Background: an optimization exercise with open tools, aiming at small area, a short achievable clock period and few clock cycles per item. Do not read the settings as production practice.
Only simulation tests tie the RTL to the original design; equivalence was not proved.
No activity file was given, so power comes from the tool's default toggle rates.

==> flow/design.v <==
module mul8us_cs(input wire [7:0] a, input wire [7:0] w, output wire [15:0] vs, output wire [15:0] vc);
    wire [7:0] pp0, pp1, pp2, pp3, pp4, pp5, pp6, nx;
    assign pp0 = a & {8{w[0]}};
    assign pp1 = a & {8{w[1]}};
    assign pp2 = a & {8{w[2]}};
    assign pp3 = a & {8{w[3]}};
    assign pp4 = a & {8{w[4]}};
    assign pp5 = a & {8{w[5]}};
    assign pp6 = a & {8{w[6]}};
    assign nx = ~(a & {8{w[7]}});
    wire s0 = pp0[6] ^ pp1[5];
    wire c0 = pp0[6] & pp1[5];
    wire s1 = pp0[7] ^ pp1[6] ^ pp2[5];
    wire c1 = (pp0[7] & pp1[6]) | (pp0[7] & pp2[5]) | (pp1[6] & pp2[5]);
    wire s2 = pp3[4] ^ pp4[3] ^ pp5[2];
    wire c2 = (pp3[4] & pp4[3]) | (pp3[4] & pp5[2]) | (pp4[3] & pp5[2]);
    wire s3 = pp1[7] ^ pp2[6] ^ pp3[5];
    wire c3 = (pp1[7] & pp2[6]) | (pp1[7] & pp3[5]) | (pp2[6] & pp3[5]);
    wire s4 = pp4[4] ^ pp5[3];
    wire c4 = pp4[4] & pp5[3];
    wire s5 = pp2[7] ^ pp3[6] ^ pp4[5];
    wire c5 = (pp2[7] & pp3[6]) | (pp2[7] & pp4[5]) | (pp3[6] & pp4[5]);
    wire s6 = pp0[4] ^ pp1[3];
    wire c6 = pp0[4] & pp1[3];
    wire s7 = pp0[5] ^ pp1[4] ^ pp2[3];
    wire c7 = (pp0[5] & pp1[4]) | (pp0[5] & pp2[3]) | (pp1[4] & pp2[3]);
    wire s8 = pp3[2] ^ pp4[1];
    wire c8 = pp3[2] & pp4[1];
    wire s9 = s0 ^ pp2[4] ^ pp3[3];
    wire c9 = (s0 & pp2[4]) | (s0 & pp3[3]) | (pp2[4] & pp3[3]);
    wire s10 = pp4[2] ^ pp5[1] ^ pp6[0];
    wire c10 = (pp4[2] & pp5[1]) | (pp4[2] & pp6[0]) | (pp5[1] & pp6[0]);
    wire s11 = c0 ^ s1 ^ s2;
    wire c11 = (c0 & s1) | (c0 & s2) | (s1 & s2);
    wire s12 = pp6[1] ^ nx[0] ^ 1'b1;
    wire c12 = (pp6[1] & nx[0]) | (pp6[1] & 1'b1) | (nx[0] & 1'b1);
    wire s13 = c1 ^ c2 ^ s3;
    wire c13 = (c1 & c2) | (c1 & s3) | (c2 & s3);
    wire s14 = s4 ^ pp6[2] ^ nx[1];
    wire c14 = (s4 & pp6[2]) | (s4 & nx[1]) | (pp6[2] & nx[1]);
    wire s15 = c3 ^ c4 ^ s5;
    wire c15 = (c3 & c4) | (c3 & s5) | (c4 & s5);
    wire s16 = pp5[4] ^ pp6[3] ^ nx[2];
    wire c16 = (pp5[4] & pp6[3]) | (pp5[4] & nx[2]) | (pp6[3] & nx[2]);
    wire s17 = c5 ^ pp3[7] ^ pp4[6];
    wire c17 = (c5 & pp3[7]) | (c5 & pp4[6]) | (pp3[7] & pp4[6]);
    wire s18 = pp5[5] ^ pp6[4] ^ nx[3];
    wire c18 = (pp5[5] & pp6[4]) | (pp5[5] & nx[3]) | (pp6[4] & nx[3]);
    wire s19 = pp4[7] ^ pp5[6] ^ pp6[5];
    wire c19 = (pp4[7] & pp5[6]) | (pp4[7] & pp6[5]) | (pp5[6] & pp6[5]);
    wire s20 = pp0[3] ^ pp1[2];
    wire c20 = pp0[3] & pp1[2];
    wire s21 = s6 ^ pp2[2] ^ pp3[1];
    wire c21 = (s6 & pp2[2]) | (s6 & pp3[1]) | (pp2[2] & pp3[1]);
    wire s22 = c6 ^ s7 ^ s8;
    wire c22 = (c6 & s7) | (c6 & s8) | (s7 & s8);
    wire s23 = c7 ^ c8 ^ s9;
    wire c23 = (c7 & c8) | (c7 & s9) | (c8 & s9);
    wire s24 = c9 ^ c10 ^ s11;
    wire c24 = (c9 & c10) | (c9 & s11) | (c10 & s11);
    wire s25 = c11 ^ c12 ^ s13;
    wire c25 = (c11 & c12) | (c11 & s13) | (c12 & s13);
    wire s26 = c13 ^ c14 ^ s15;
    wire c26 = (c13 & c14) | (c13 & s15) | (c14 & s15);
    wire s27 = c15 ^ c16 ^ s17;
    wire c27 = (c15 & c16) | (c15 & s17) | (c16 & s17);
    wire s28 = c17 ^ c18 ^ s19;
    wire c28 = (c17 & c18) | (c17 & s19) | (c18 & s19);
    wire s29 = c19 ^ pp5[7] ^ pp6[6];
    wire c29 = (c19 & pp5[7]) | (c19 & pp6[6]) | (pp5[7] & pp6[6]);
    wire s30 = pp0[2] ^ pp1[1];
    wire c30 = pp0[2] & pp1[1];
    wire s31 = s20 ^ pp2[1] ^ pp3[0];
    wire c31 = (s20 & pp2[1]) | (s20 & pp3[0]) | (pp2[1] & pp3[0]);
    wire s32 = c20 ^ s21 ^ pp4[0];
    wire c32 = (c20 & s21) | (c20 & pp4[0]) | (s21 & pp4[0]);
    wire s33 = c21 ^ s22 ^ pp5[0];
    wire c33 = (c21 & s22) | (c21 & pp5[0]) | (s22 & pp5[0]);
    wire s34 = c22 ^ s23 ^ s10;
    wire c34 = (c22 & s23) | (c22 & s10) | (s23 & s10);
    wire s35 = c23 ^ s24 ^ s12;
    wire c35 = (c23 & s24) | (c23 & s12) | (s24 & s12);
    wire s36 = c24 ^ s25 ^ s14;
    wire c36 = (c24 & s25) | (c24 & s14) | (s25 & s14);
    wire s37 = c25 ^ s26 ^ s16;
    wire c37 = (c25 & s26) | (c25 & s16) | (s26 & s16);
    wire s38 = c26 ^ s27 ^ s18;
    wire c38 = (c26 & s27) | (c26 & s18) | (s27 & s18);
    wire s39 = c27 ^ s28 ^ nx[4];
    wire c39 = (c27 & s28) | (c27 & nx[4]) | (s28 & nx[4]);
    wire s40 = c28 ^ s29 ^ nx[5];
    wire c40 = (c28 & s29) | (c28 & nx[5]) | (s29 & nx[5]);
    wire s41 = c29 ^ pp6[7] ^ nx[6];
    wire c41 = (c29 & pp6[7]) | (c29 & nx[6]) | (pp6[7] & nx[6]);
    assign vs = {1'b0, c41, c40, c39, c38, c37, c36, c35, c34, c33, c32, c31, c30, s30, pp0[1], pp0[0]};
    assign vc = {1'b0, nx[7], s41, s40, s39, s38, s37, s36, s35, s34, s33, s32, s31, pp2[0], pp1[0], 1'b0};
endmodule
`timescale 1ns / 1ps
module cnn_top(
    input wire clk,
    input wire rst,
    input wire start,
    output reg  [9:0]  img_addr,
    input  wire [7:0]  img_data,
    output reg  [14:0] w_addr,
    input  wire [7:0]  w_data,
    output reg  [10:0] s_raddr,
    input  wire [7:0]  s_rdata,
    output reg  [10:0] s_waddr,
    output reg  [7:0]  s_wdata,
    output reg         s_we,
    output reg  [3:0]  result,
    output wire [79:0] scores,
    output reg         done
);
    localparam W2_BASE = 15'd21704;
    localparam LK_NONE = 2'd0, LK_CQ0 = 2'd1, LK_CQM = 2'd2, LK_CQ3 = 2'd3;
    localparam S_IDLE = 3'd0, S_COPY = 3'd1, S_CONV = 3'd2, S_DRAIN = 3'd3,
               S_FC1 = 3'd4, S_FC2 = 3'd5, S_WAIT = 3'd6, S_FIN = 3'd7;
    reg [2:0] st;
    reg [1:0] f;           
    reg [3:0] pr, pc;      
    reg [1:0] q;           
    reg [1:0] kr, kc;      
    reg [9:0] pb;          
    reg [9:0] pb2;         
    reg [2:0] gap;         
    reg       bphase;      
    reg [5:0] o;           
    reg [14:0] wp;         
    reg [9:0] sp;          
    reg       bub;         
    reg [5:0] od;          
    reg       cexp;        
    reg       r_v, r_b, r1_v, r1_b, sbv, sbb;
    reg [7:0] sb;
    reg       i_cp, i_asel, i_bias, i_cb, i_first, i_lw, i_sv, i_close, i_f2;
    reg [1:0] i_lk;
    reg [7:0] i_val;
    reg       m_cp, m_asel, m_bias, m_cb, m_first, m_lw, m_sv, m_close, m_f2;
    reg [1:0] m_lk;
    reg [7:0] m_val;
    reg       d_first, d_lw, d_close, d_f2;
    reg [1:0] d_lk;
    reg       c_first, c_lw, c_close, c_f2;
    reg [1:0] c_lk;
    reg       a_lw, a_f2;
    reg [1:0] a_lk;
    reg       o_cout, o_lw, o_sc;
    wire [1:0] rowo = q[1] + kr;
    wire [6:0] toff = rowo * 5'd28 + q[0] + kc;
    wire [9:0] conv_addr  = pb + toff;
    wire [9:0] conv_addr2 = pb2 + toff;
    wire [5:0] conv_w = {f, 3'b000} + f + {kr, 1'b0} + kr + kc;
    wire       tap_last = (kr == 2'd2) && (kc == 2'd2);
    wire       win_last = (pr == 4'd12) && (pc == 4'd12);
    reg [9:0] ep;          
    reg [3:0] k;
    always @(posedge clk) begin
        img_addr <= conv_addr;
        w_addr <= {9'd0, conv_w};
        s_raddr <= {1'b1, conv_addr2};
        i_val <= cexp ? 8'd0 : sb;
        if (rst) begin
            st <= S_IDLE;
            done <= 1'b0;
            i_cp <= 1'b0; i_asel <= 1'b0; i_bias <= 1'b0; i_cb <= 1'b0; i_first <= 1'b0;
            i_lw <= 1'b0; i_sv <= 1'b0; i_close <= 1'b0; i_f2 <= 1'b0; i_lk <= LK_NONE;
            r_v <= 1'b0; r_b <= 1'b0;
        end else begin
            i_cp <= 1'b0; i_asel <= 1'b0; i_bias <= 1'b0; i_cb <= 1'b0; i_first <= 1'b0;
            i_lw <= 1'b0; i_sv <= 1'b0; i_close <= 1'b0; i_f2 <= 1'b0; i_lk <= LK_NONE;
            r_v <= 1'b0; r_b <= 1'b0;
            case (st)
                S_IDLE: begin
                    pb <= 10'd0;
                    if (start) st <= S_COPY;
                end
                S_COPY: begin
                    img_addr <= pb;
                    i_cp <= 1'b1;
                    pb <= pb + 10'd1;
                    w_addr <= 15'd36;
                    i_cb <= (pb == 10'd0);
                    if (pb == 10'd783) begin
                        st <= S_CONV;
                        f <= 2'd0; pr <= 4'd0; pc <= 4'd0; q <= 2'd0; kr <= 2'd0; kc <= 2'd0;
                        pb <= 10'd0; pb2 <= 10'd210; gap <= 3'd0; bphase <= 1'b0;
                    end
                end
                S_CONV: begin
                    if (gap != 3'd0) begin
                        gap <= gap - 3'd1;
                    end else if (bphase) begin
                        w_addr <= 15'd36 + f;
                        i_cb <= 1'b1;
                        bphase <= 1'b0;
                    end else begin
                        i_first <= (kr == 2'd0) && (kc == 2'd0);
                        i_lw <= win_last;
                        i_lk <= !tap_last ? LK_NONE :
                                (q == 2'd0) ? LK_CQ0 :
                                (q == 2'd3) ? LK_CQ3 : LK_CQM;
                        if (kc == 2'd2) begin
                            kc <= 2'd0;
                            if (kr == 2'd2) begin
                                kr <= 2'd0;
                                q <= q + 2'd1;
                                if (q == 2'd3) begin
                                    pb2 <= pb2 + ((pc == 4'd10 || pc == 4'd11) ? 10'd34 : 10'd4);
                                    if (win_last) begin
                                        pr <= 4'd0; pc <= 4'd0;
                                        pb <= 10'd0; pb2 <= 10'd210;
                                        f <= f + 2'd1;
                                        gap <= 3'd4;
                                        bphase <= 1'b1;
                                        if (f == 2'd3) begin
                                            st <= S_DRAIN;
                                            gap <= 3'd7;
                                        end
                                    end else if (pc >= 4'd11) begin
                                        pc <= pc - 4'd11;
                                        pr <= pr + 4'd1;
                                        pb <= pb + 10'd34;
                                    end else begin
                                        pc <= pc + 4'd2;
                                        pb <= pb + 10'd4;
                                    end
                                end
                            end else begin
                                kr <= kr + 2'd1;
                            end
                        end else begin
                            kc <= kc + 2'd1;
                        end
                    end
                end
                S_DRAIN: begin
                    if (gap != 3'd0) gap <= gap - 3'd1;
                    else begin
                        st <= S_FC1;
                        o <= 6'd0; od <= 6'd0; sp <= 10'd0; bub <= 1'b1; cexp <= 1'b0;
                        wp <= 15'd40;
                    end
                end
                S_FC1: begin
                    if (bub) begin
                        r_b <= 1'b1;
                        bub <= 1'b0;
                        sp <= 10'd0;
                        gap <= 3'd5;
                    end else if (o[5]) begin
                        if (gap != 3'd0) gap <= gap - 3'd1;
                        else begin
                            st <= S_FC2;
                            o <= 6'd0;
                            wp <= W2_BASE;
                            bphase <= 1'b1;
                        end
                    end else begin
                        s_raddr <= {1'b0, sp};
                        r_v <= 1'b1;
                        sp <= sp + 10'd1;
                        if (sp + 10'd1 == ep) begin
                            bub <= 1'b1;
                            o <= o + 6'd1;
                        end
                    end
                    if (sbb) begin
                        od <= od + 6'd1;
                        i_close <= (od != 6'd0);
                        if (!od[5]) begin
                            w_addr <= 15'd21672 + od[4:0];
                            i_bias <= 1'b1;
                            i_first <= 1'b1;
                        end
                    end else if (sbv) begin
                        i_sv <= 1'b1;
                        w_addr <= wp;
                        if (cexp) begin
                            wp <= wp + sb + 15'd1;
                            cexp <= 1'b0;
                        end else if (sb == 8'd0) begin
                            cexp <= 1'b1;
                        end else begin
                            wp <= wp + 15'd1;
                        end
                    end
                end
                S_FC2: begin
                    i_f2 <= 1'b1;
                    s_raddr <= {6'b111111, sp[4:0]};
                    if (bphase) begin
                        w_addr <= 15'd22024 + o[3:0];
                        i_bias <= 1'b1;
                        i_first <= 1'b1;
                        bphase <= 1'b0;
                        sp <= 10'd0;
                    end else begin
                        w_addr <= wp;
                        wp <= wp + 15'd1;
                        sp <= sp + 10'd1;
                        i_asel <= 1'b1;
                        if (sp[4:0] == 5'd31) begin
                            i_lk <= LK_CQ3;     
                            bphase <= 1'b1;
                            o <= o + 6'd1;
                            if (o == 6'd9) st <= S_WAIT;
                        end
                    end
                end
                S_WAIT: begin
                    if (o_sc && k == 4'd9) begin
                        done <= 1'b1;
                        st <= S_FIN;
                    end
                end
                S_FIN: begin
                    if (!start) begin
                        done <= 1'b0;
                        st <= S_IDLE;
                    end
                end
                default: st <= S_IDLE;
            endcase
        end
    end
    reg [7:0] a_r, a2_r, w_r;
    reg [15:0] vs, vc, vs2, vc2;
    reg [25:0] acc;
    reg [19:0] acc2;
    reg signed [11:0] mx, mx2;
    reg signed [7:0] bc;
    reg [79:0] sc;
    reg [7:0] bestv;
    reg [9:0] wa;          
    reg       ropen;       
    reg [7:0] rl;          
    reg       mpend;       
    reg       e1, e2, e3, e4, v2a, v2b;    
    reg [7:0] ev_r;        
    assign scores = sc;
    wire [15:0] pvs, pvc, pvs2, pvc2;
    mul8us_cs mul1 (.a(a_r),  .w(w_r), .vs(pvs),  .vc(pvc));
    mul8us_cs mul2 (.a(a2_r), .w(w_r), .vs(pvs2), .vc(pvc2));
    wire [25:0] kinit = (st == S_CONV) ? -26'd294912 :       
                        c_f2 ? -26'd1081344 :                
                        {~{1'b0, ep}, 15'd0};                
    always @(posedge clk) begin
        if (rst) begin
            r1_v <= 1'b0; r1_b <= 1'b0; sbv <= 1'b0; sbb <= 1'b0;
            m_cp <= 1'b0; m_asel <= 1'b0; m_bias <= 1'b0; m_cb <= 1'b0; m_first <= 1'b0;
            m_lw <= 1'b0; m_sv <= 1'b0; m_close <= 1'b0; m_f2 <= 1'b0; m_lk <= LK_NONE;
            d_first <= 1'b0; d_lw <= 1'b0; d_close <= 1'b0; d_f2 <= 1'b0; d_lk <= LK_NONE;
            c_first <= 1'b0; c_lw <= 1'b0; c_close <= 1'b0; c_f2 <= 1'b0; c_lk <= LK_NONE;
            a_lw <= 1'b0; a_f2 <= 1'b0; a_lk <= LK_NONE;
            o_cout <= 1'b0; o_lw <= 1'b0; o_sc <= 1'b0;
            e1 <= 1'b0; e2 <= 1'b0; e3 <= 1'b0; e4 <= 1'b0; v2a <= 1'b0; v2b <= 1'b0;
            s_we <= 1'b0;
        end else begin
            r1_v <= r_v; r1_b <= r_b; sbv <= r1_v; sbb <= r1_b;
            m_cp <= i_cp; m_asel <= i_asel; m_bias <= i_bias; m_cb <= i_cb; m_first <= i_first;
            m_lw <= i_lw; m_sv <= i_sv; m_close <= i_close; m_f2 <= i_f2; m_lk <= i_lk;
            d_first <= m_first; d_lw <= m_lw; d_close <= m_close; d_f2 <= m_f2; d_lk <= m_lk;
            c_first <= d_first; c_lw <= d_lw; c_close <= d_close; c_f2 <= d_f2; c_lk <= d_lk;
            a_lw <= c_lw; a_f2 <= c_f2; a_lk <= c_lk;
            o_cout <= (a_lk == LK_CQ3) && !a_f2;
            o_lw <= a_lw;
            o_sc <= (a_lk == LK_CQ3) && a_f2;
            e1 <= o_cout;
            e2 <= e1;
            v2a <= o_cout && !o_lw;
            v2b <= v2a;
            e3 <= v2b;
            e4 <= e3;
            s_we <= m_cp || c_close || e1 || e3 || ((e2 || e4) && mpend);
        end
    end
    wire [7:0] fc_clip = acc[25] ? 8'd0 : (|acc[24:15]) ? 8'd255 : acc[14:7];
    wire signed [12:0] cv_t = (e1 ? mx2 : mx) + bc;
    wire [7:0] ev = cv_t[12] ? 8'd0 : (|cv_t[11:8]) ? 8'd255 : cv_t[7:0];
    wire signed [11:0] av  = acc[19:8];
    wire signed [11:0] av2 = acc2[19:8];
    wire       run_ext = ropen && (rl != 8'd255);
    wire       evz = (ev_r == 8'd0);
    always @(posedge clk) begin
        sb <= s_rdata;
        m_val <= i_val;
        a_r <= m_bias ? 8'd128 : m_sv ? m_val : m_asel ? s_rdata : img_data;
        a2_r <= s_rdata;
        w_r <= w_data;
        if (m_cb) bc <= w_data;
        vs <= pvs; vc <= pvc;
        vs2 <= pvs2; vc2 <= pvc2;
        acc <= (c_first ? kinit : acc) + vs + vc;
        acc2 <= (c_first ? -20'd294912 : acc2) + vs2 + vc2;
        if (a_lk == LK_CQ0) begin
            mx <= av; mx2 <= av2;
        end else if (a_lk == LK_CQM || a_lk == LK_CQ3) begin
            if (av > mx) mx <= av;
            if (av2 > mx2) mx2 <= av2;
        end
        if (a_lk == LK_CQ3 && a_f2) sc <= {fc_clip, sc[79:8]};
        if (m_cp) begin
            s_waddr <= {1'b1, wa};
            s_wdata <= img_data;
        end else if (c_close) begin
            s_waddr <= {1'b1, wa};
            s_wdata <= fc_clip;
        end else if (e1 || e3) begin
            if (evz && run_ext) begin
                s_waddr <= {1'b0, ep - 10'd1};
                s_wdata <= rl + 8'd1;
            end else begin
                s_waddr <= {1'b0, ep};
                s_wdata <= ev_r;
            end
        end else begin
            s_waddr <= {1'b0, ep};
            s_wdata <= 8'd0;
        end
        if (st == S_IDLE) wa <= 10'd208;
        else if (m_cp || c_close) wa <= wa + 10'd1;
        if (o_cout || e1) ev_r <= ev;
        if (st == S_IDLE) begin
            ep <= 10'd0; ropen <= 1'b0; mpend <= 1'b0;
        end else if (e1 || e3) begin
            if (!evz) begin
                ep <= ep + 10'd1;
                ropen <= 1'b0;
            end else if (run_ext) begin
                rl <= rl + 8'd1;
            end else begin
                ep <= ep + 10'd1;
                mpend <= 1'b1;
            end
        end else if ((e2 || e4) && mpend) begin
            ep <= ep + 10'd1;
            mpend <= 1'b0;
            ropen <= 1'b1;
            rl <= 8'd0;
        end
        if (st == S_IDLE) k <= 4'd0;
        else if (o_sc) begin
            if (k == 4'd0 || sc[79:72] > bestv) begin
                bestv <= sc[79:72];
                result <= k;
            end
            k <= k + 4'd1;
        end
    end
endmodule
==> flow/run.sh <==
#!/bin/bash
# synth_recipe.tcl (not shown) runs the flow's synth.tcl, then flattens the netlist and writes it again
# the make line also repeats each setting of config.mk as NAME=value (left out here)
make -C /OpenROAD-flow-scripts/flow DESIGN_CONFIG=/design/flow/config.mk WORK_HOME=/design/flow/orfs CLKGATE_MAP_FILE= SYNTH_SCRIPT=/design/flow/synth_recipe.tcl finish
==> flow/config.mk <==
export PLATFORM = sky130hd
export DESIGN_NAME = cnn_top
export DESIGN_NICKNAME = cnn_top
export VERILOG_FILES = /design/flow/design.v
export SDC_FILE = /design/flow/constraint.sdc
export NUM_CORES = 4
export LEC_CHECK = 0
export CAP_MARGIN = 20
export CORE_MARGIN = 2
export CORE_UTILIZATION = 60
export SLEW_MARGIN = 20
==> flow/constraint.sdc <==
create_clock -name core_clock -period 9.0 [get_ports {clk}]
set_input_delay 1.8000 -clock core_clock [delete_from_list [all_inputs] [get_ports {clk}]]
set_output_delay 1.8000 -clock core_clock [all_outputs]
set_load 0.01 [all_outputs]
==> results of run 1 <==
==> layout by cell type, fill, tap and decap left out, types with 47 or more instances in the layout <==
cell and n:
o21ai_0 126, xor2_1 57, a21oi_1 140, nand2_1 193, edfxtp_1 218, fa_1 108
dfxtp_1 282, and2_1 108, xnor2_1 79, nor2_1 222, clkbuf_16 57, nand3_1 48
nor2b_1 100, nor3_1 47, clkdlybuf4s50_1 166, inv_1 192, ha_1 161
==> state kept, by name (all words and copies together), names as in the netlist, 11 cells and up <==
register	cells
vc2	14
sc	80
wp	15
vc	14
s_waddr	11
acc	26
w_addr	15
mx2	12
mx	12
acc2	20
vs2	15
vs	15
s_raddr	11
==> power by group <==
group          leakage, nW  total (mW)  switching [mW]  internal (mW)
registers             4.32        2.99           0.265           2.72
clock network        0.865        2.18           0.924           1.26
logic                 6.99        3.00            1.67           1.33
total                 12.2        8.17            2.86           5.31
==> stage by stage <==
step           util [%]  std cells
6_report           69.6       3411
3_5_place_dp       65.6       3313
2_1_floorplan         -       2655
5_1_grt            69.6       3411
3_3_place_gp       65.6       3313
4_1_cts            69.6       3411
==> cells by family (layout without fill, tap and decap cells) <==
kind of cell    Yosys count  count (layout)
flops                   501             501
xor+xnor                137             137
buf+inv                 308             472
mux                      27              27
compound gates          528             528
simple gates            885             885
fa+ha+maj               269             269
==> per-layer routing <==
layer	up-vias	wire length (um)
li1	9490	-
met1	9857	27200
met2	686	32900
met3	132	3570
met4	0	1990
met5	-	0
==> path summary, 6_finish.rpt <==
kind                            start          endpoint  slack [ns]  cells past startpoint
setup / recovery   c_first$_SDFF_PP0_   acc[23]$_DFF_P_        5.07                     12
hold / removal    i_val[0]$_SDFF_PP0_  m_val[0]$_DFF_P_        0.32                      0
setup reg to reg   c_first$_SDFF_PP0_   acc[23]$_DFF_P_        5.07                     12
hold reg to reg   i_val[0]$_SDFF_PP0_  m_val[0]$_DFF_P_        0.32                      0
==> worst max-delay path, stage by stage, from the launching register on <==
cell,delay (ns)
dfxtp_2,0.31
buf_4,0.49
nor2b_1,0.13
fa_1,0.51
ha_1,0.17
inv_1,0.06
fa_1,0.40
nor2b_1,0.18
o31ai_1,0.14
a31o_2,0.30
o31ai_1,0.67
nand4_1,0.23
xnor2_1,0.20
==> area by class of cell <==
| type | count | area, sq um | share of cell area [%] |
|---|---|---|---|
| flip-flops and latches | 501 | 12200 | 39.7 |
| multi-input cells | 1846 | 13600 | 44.1 |
| clock inverters | 26 | 213 | 0.691 |
| well taps | 592 | 741 | 2.41 |
| clock buffers | 72 | 1530 | 4.98 |
| inverters | 192 | 721 | 2.34 |
| repair buffers | 182 | 1780 | 5.78 |
==> results.toml, run 1 <==
[clock_network]
clk_root_buffer_cell = "clkbuf_16"
cts_setup_buffers = 0
clk_path_buf_depth = 3
cts_inserted_buffers = 52
insertion_delay_ns = 0.61
hold_buffers = 0
path_clk_slew_ns = 0.06
cts_htree_levels = 2
ctsResizeCount = 0
cts_tree = "done"
cts_sinks = 501

[logic_synthesis]
netlist_instances = 2655
synth_compound_area_share_pct = 12.5
synth_adder_area_share_pct = 15.5
syn-mean-instance-area_sq_um = 10.1
yosys.area.top_type = "edfxtp_1"
synth_mux_area_share_pct = 1.05
synthesis.area_sq_mm = 0.0269
yosys.area_share.simple_pct = 16.7
ys.flop_type = "dfxtp_1"
synth_edf_count = 218
ys.warnings.count = 1
ys_ff_latch = 501
ys_seq_area_share_pct = 45.3
yosysUniqueCellTypes = 84
syn_nets = 2951
synth_top_family_by_area = "simple AND/OR/NAND/NOR gates"
async_flop_share_pct = 0
synth_area_leaders = "edfxtp_1 24%, dfxtp_1 21%, fa_1 8.0%"
synth_xor_area_share_pct = 4.52
synth_common_cells = "283 x dfxtp_1, 224 x nor2_1, 218 x edfxtp_1"
netlist.area_leader.share_pct = 24.3
yosys.cell_count.top_type = "dfxtp_1"

[route]
wl_per_cell_um = 19.2
drtIter0Drc = 1654
dr_total_vias = 20200
first_pass_iters = 6
routed_wl_um = 65600
ant_nets = 0
drcViolationCount = 0
routed_via_density = 5.91

[final_layout]
drive_gt1_share_pct = 5.29
area_growth_pct = 14.3
fin_nets = 3071
postLayoutCellArea_sq_mm = 0.0308
antenna_cells = 0
fill_cells = 3358

[floorplan]
die_w_um = 216
boundaryPins = 168
coreArea_sq_mm = 0.0442
start_util_pct = 60.9
fp-row-count = 77
die_area_sq_mm = 0.0466
die-height_um = 216

[sta]
maxSlewViolCount = 0
setup_viol = 0
finalWorstSetupSlack_ns = 5.07
max_slew_margin_pct = 27.9
fmax_mhz = 254
finalCriticalPeriod_ns = 3.93
tns_ns = 0
rsz0062_at_grt = "false"
holdWs_ns = 0.325
fin_crit_sh_pct = 43.7
tightestPinTransition_ns = 1.08
hold_violations = 0
fin_skew_ns = 0.0242

[global_route]
grt_max_degree = 82
grt_pass1_vias = 19900
overflow = 0
grt_pass1_wl_um = 105000
antenna_found_initial = 0
grt_usage_pct = 28.2
grt_use_met3_pct = 3.68
gr-max-usage-layer = "met2"
grt_use_met1_pct = 36.6
grt_util_met2_pct = 48.5

[min_path]
hp-class = "reg2reg"

[power]
leakagePower_nw = 12.2
p_per_area_mw_per_mm2 = 265
irDropWorstVdd_uv = 209
fin_total_pwr_mw = 8.17

[place]
post-place-ws_ns = 5.21
hpwlAfterDp_um = 47900
port_buffers = 167
dpl-instance-area_sq_mm = 0.0290
gp_congestion = 0.884

[setup_path]
path_class = "reg2reg"
crit_fanout = 57
required_ns = 9.49
cp-end-kind = "flip-flop"
worstPathArrival_ns = 4.42
critPathLaunchType = "flip-flop"

[run_status]
status = "timing/DRC/antenna clean"

[job]
cap_violations = 0
Testbench counts, summed over its fixed seeds: cycles 437,240, images 16.
==> run 2, diff against run 1 <==
--- a/flow/design.v
+++ b/flow/design.v
@@ -132,3 +132,2 @@
     reg       bub;         
-    reg [5:0] od;          
     reg       cexp;        
@@ -241,3 +240,3 @@
                         st <= S_FC1;
-                        o <= 6'd0; od <= 6'd0; sp <= 10'd0; bub <= 1'b1; cexp <= 1'b0;
+                        o <= 6'd0; sp <= 10'd0; bub <= 1'b1; cexp <= 1'b0;
                         wp <= 15'd40;
@@ -269,6 +268,5 @@
                     if (sbb) begin
-                        od <= od + 6'd1;
-                        i_close <= (od != 6'd0);
-                        if (!od[5]) begin
-                            w_addr <= 15'd21672 + od[4:0];
+                        i_close <= (o != 6'd0);
+                        if (!o[5]) begin
+                            w_addr <= 15'd21672 + o[4:0];
                             i_bias <= 1'b1;
@@ -329,4 +327,8 @@
     reg [15:0] vs, vc, vs2, vc2;
-    reg [25:0] acc;
-    reg [19:0] acc2;
+    reg [15:0] acl, acl2;
+    reg [9:0] ach;
+    reg [3:0] ach2;
+    reg [1:0] cy, cy2;
+    wire [25:0] acc = {ach + cy, acl};
+    wire [19:0] acc2 = {ach2 + cy2, acl2};
     reg signed [11:0] mx, mx2;
@@ -379,3 +381,3 @@
     wire [7:0] fc_clip = acc[25] ? 8'd0 : (|acc[24:15]) ? 8'd255 : acc[14:7];
-    wire signed [12:0] cv_t = (e1 ? mx2 : mx) + bc;
+    wire signed [12:0] cv_t = (e2 ? mx2 : mx) + bc;
     wire [7:0] ev = cv_t[12] ? 8'd0 : (|cv_t[11:8]) ? 8'd255 : cv_t[7:0];
@@ -394,4 +396,6 @@
         vs2 <= pvs2; vc2 <= pvc2;
-        acc <= (c_first ? kinit : acc) + vs + vc;
-        acc2 <= (c_first ? -20'd294912 : acc2) + vs2 + vc2;
+        {cy, acl} <= (c_first ? {2'b00, kinit[15:0]} : {2'b00, acl}) + vs + vc;
+        ach <= c_first ? kinit[25:16] : ach + cy;
+        {cy2, acl2} <= (c_first ? 18'h08000 : {2'b00, acl2}) + vs2 + vc2;
+        ach2 <= c_first ? 4'hb : ach2 + cy2;      
         if (a_lk == LK_CQ0) begin
@@ -423,3 +427,3 @@
         else if (m_cp || c_close) wa <= wa + 10'd1;
-        if (o_cout || e1) ev_r <= ev;
+        ev_r <= ev;       
         if (st == S_IDLE) begin
--- a/flow/config.mk
+++ b/flow/config.mk
@@ -10,2 +10,5 @@
 export CORE_UTILIZATION = 60
+export CTS_CLUSTER_DIAMETER = 70
+export CTS_CLUSTER_SIZE = 25
+export SETUP_SLACK_MARGIN = 5
 export SLEW_MARGIN = 20
==> run 2 against run 1 <==
- sequential share of layout area up 1.2 points
- area after synthesis is 3.9% lower
- fmax up 7.1%
- largest cell class unchanged
- still clean on timing, DRC and antenna
- largest power group is now registers
- critical path type unchanged
- critical endpoint is now acl[14]$_DFF_P_
==> results.toml, run 2 <==
[setup_path]
reg2regPathDepth = 11
path_class = "reg2reg"
max_stage_delay_ns = 0.50
crit_fanout = 42
crit_top_cell = "a21oi_1"
r2r-end = "acl[14]$_DFF_P_"
critPathLaunchType = "flip-flop"
timing.reg2reg.setup_slack_ns = 5.33
slowest_stage = "fa_1"
cp-end-kind = "flip-flop"
worstPathArrival_ns = 4.16
crit_chain = "buf_4 -> nor2b_1 -> fa_1 -> ha_1 -> a211o_1 -> a2111o_1 -> a21boi_0 -> a21oi_1 -> a21o_1 -> a21oi_1 -> xnor2_1"
required_ns = 9.49
r2r_start = "c_first$_SDFF_PP0_"

[floorplan]
die_area_sq_mm = 0.0448
die_w_um = 212
fp-row-count = 76
die-height_um = 212
boundaryPins = 168
start_util_pct = 60.4
coreArea_sq_mm = 0.0429

[logic_synthesis]
netlist.area_leader.share_pct = 23.7
synthesis.area_sq_mm = 0.0259
synth_common_cells = "293 x dfxtp_1, 205 x nor2_1, 204 x edfxtp_1"
async_flop_share_pct = 0
synth_area_leaders = "edfxtp_1 24%, dfxtp_1 23%, fa_1 8.3%"
ys_seq_area_share_pct = 46.3
syn-mean-instance-area_sq_um = 10.3
yosys.cell_count.top_type = "dfxtp_1"
ys_ff_latch = 497
ys.flop_type = "dfxtp_1"
ys.warnings.count = 1
yosys.area.top_type = "edfxtp_1"
yosysUniqueCellTypes = 79
synth_edf_count = 204
syn_nets = 2812
netlist_instances = 2513

[global_route]
overflow = 0
grt_usage_pct = 27.3
grt_util_met2_pct = 46.3
grt_use_met3_pct = 3.12
gr-max-usage-layer = "met2"
antenna_found_initial = 0
grt_use_met1_pct = 35.8
grt_pass1_wl_um = 96000
grt_max_degree = 81
grt_pass1_vias = 17900

[sta]
tns_ns = 0
hold_violations = 0
finalWorstSetupSlack_ns = 5.33
fmax_mhz = 272
setup_viol = 0
fin_skew_ns = 0.0233
finalCriticalPeriod_ns = 3.67
rsz0062_at_grt = "false"
fin_crit_sh_pct = 40.8
max_slew_margin_pct = 30.3
tightestPinTransition_ns = 1.05
maxSlewViolCount = 0

[clock_network]
clk_path_buf_depth = 3
cts_htree_levels = 2
insertion_delay_ns = 0.57
cts_setup_buffers = 0
cts_tree = "done"
clk_root_buffer_cell = "clkbuf_16"
path_clk_slew_ns = 0.09
cts_inserted_buffers = 35
hold_buffers = 0
cts_sinks = 497
ctsResizeCount = 0

[final_layout]
largest_register = "sc"
mostFrequentLayoutCell = "dfxtp_1"
mostFrequentLayoutCells = "293 x dfxtp_1, 204 x nor2_1, 204 x edfxtp_1"
final_cells = 3238
fin_nets = 2926
largest_reg_flops = 80
area_growth_pct = 13.2
postLayoutCellArea_sq_mm = 0.0293
fill_cells = 3351
drive_gt1_share_pct = 4.34

[route]
wl_per_cell_um = 18.8
routed_wl_um = 60800
drcViolationCount = 0
routed_via_density = 5.72
drtIter0Drc = 1484
dr_total_vias = 18500
first_pass_iters = 5
ant_nets = 0

[power]
leakagePower_nw = 11.7
fin_total_pwr_mw = 7.74
p_per_area_mw_per_mm2 = 264
irDropWorstVdd_uv = 224

[place]
hpwlAfterDp_um = 44800
gp_congestion = 0.875
dp_cells = 3175
port_buffers = 167
dpl-instance-area_sq_mm = 0.0280
post-place-ws_ns = 5.38

[min_path]
hold_end = "m_val[4]$_DFF_P_"
hold_start = "i_val[4]$_SDFF_PP0_"
hold_path_depth = 0
hp-class = "reg2reg"

[job]
cap_violations = 0

[run_status]
status = "timing/DRC/antenna clean"
## run 2: changes by cell type after synthesis, sizes merged, moves of 9 or more
cell / before / now
nor3: 51 / 41
nor2: 225 / 206
xnor2: 79 / 67
a211oi: 26 / 16
edfxtp: 218 / 204
or3: 19 / 10
a211o: 13 / 4
xor2: 57 / 74
o31ai: 13 / 4
buf: 22 / 11
a31oi: 22 / 8
dfxtp: 283 / 293
## run 2: cell families after synthesis
| family | after synthesis | share of synthesized area, % |
|---|---|---|
| AOI/OAI and AO/OA | 471 | 11.4 |
| xor gates and xnor gates | 143 | 4.94 |
| adders and majority gates | 272 | 16.3 |
| buffers and inverters | 293 | 4.29 |
| DFF | 497 | 46.3 |
| muxes | 26 | 1.07 |
| and+or+nand+nor | 811 | 15.7 |
## run 2: worst max path at each step
stage | depth (start not counted) | start | to | slack, ns
floorplan | 4 | rst | pb2[1]$_SDFFCE_PN1P_ | 5.46
global placement | 7 | rst | w_addr[3]$_DFF_P_ | 5.45
detailed placement | 7 | rst | w_addr[3]$_DFF_P_ | 5.38
CTS | 11 | c_first$_SDFF_PP0_ | acl[14]$_DFF_P_ | 5.33
global route | 9 | e2$_SDFF_PP0_ | ev_r[0]$_SDFF_PP0_ | 5.06
finish | 11 | c_first$_SDFF_PP0_ | acl[14]$_DFF_P_ | 5.33
## run 2: final cells by class
type / instances / area [sq um] / share of cell area, %
antenna: 1 / 2.50 / 0.00854
sequential: 497 / 12000 / 40.9
timing repair buffer: 184 / 1790 / 6.12
multi-input combinational: 1723 / 12800 / 43.7
clock buffer: 38 / 930 / 3.17
tap: 585 / 732 / 2.50
clock inverter: 24 / 352 / 1.20
inverter: 186 / 698 / 2.38
## run 2: per-layer routing
layer	vias to the layer above	routed length, um
li1	8845	-
met1	8971	25700
met2	584	29600
met3	129	3160
met4	0	2370
met5	-	0
## run 2: per-stage QoR
stage	hold WS, ns	util [%]
6_report	0.332	68.4
3_5_place_dp	0.312	65.3
2_1_floorplan	0.310	-
5_1_grt	0.337	68.4
3_3_place_gp	0.310	65.3
4_1_cts	0.333	68.3
## run 2: power by group
part	switching, mW	internal [mW]
registers	0.279	2.72
logic	1.61	1.35
clock network	0.886	0.891
## run 2: worst max-delay path, delay by kind of cell (launching register included)
family / cells / cell delay, ns
AO/OA/AOI/OAI: 6 / 1.70
adder cells (fa/ha/maj): 2 / 0.84
buffers and inverters: 1 / 0.42
flip-flops: 1 / 0.32
AND/OR/NAND/NOR: 1 / 0.14
XOR/XNOR: 1 / 0.13
Testbench counts of run 2, summed over its fixed seeds: cycles 437,240, images 16.

[separate check: timing with driven ports]
The flow's constraints put no driver on any port. The routed layouts listed below were extracted and timed again, unchanged, in two steps. Step 1 sets driving cells, clkbuf_16 on the clock port and buf_2 on the other inputs (assumed; they add their load-dependent delay and slew). Step 2 moves the port delays by t, midway between the first and last clock arrival at a register: inputs arrive t later, outputs are due t later. That takes back most of the time a late clock gives input paths. Three values: no drivers, after step 1, after step 2; two values: the first two.
| run | shift t [ns] | setup slack, ns | hold WS [ns] | slew at the worst register clock pin (ns) |
|---|---|---|---|---|
| run 1 | 0.661 | 5.066 / 5.066 / 5.066 | 0.325 / 0.325 / 0.325 | 0.07 / 0.07 |
| run 2 | 0.618 | 5.327 / 5.327 / 5.327 | 0.332 / 0.332 / 0.332 | 0.10 / 0.10 |
After both steps setup and hold are still met in every run listed.
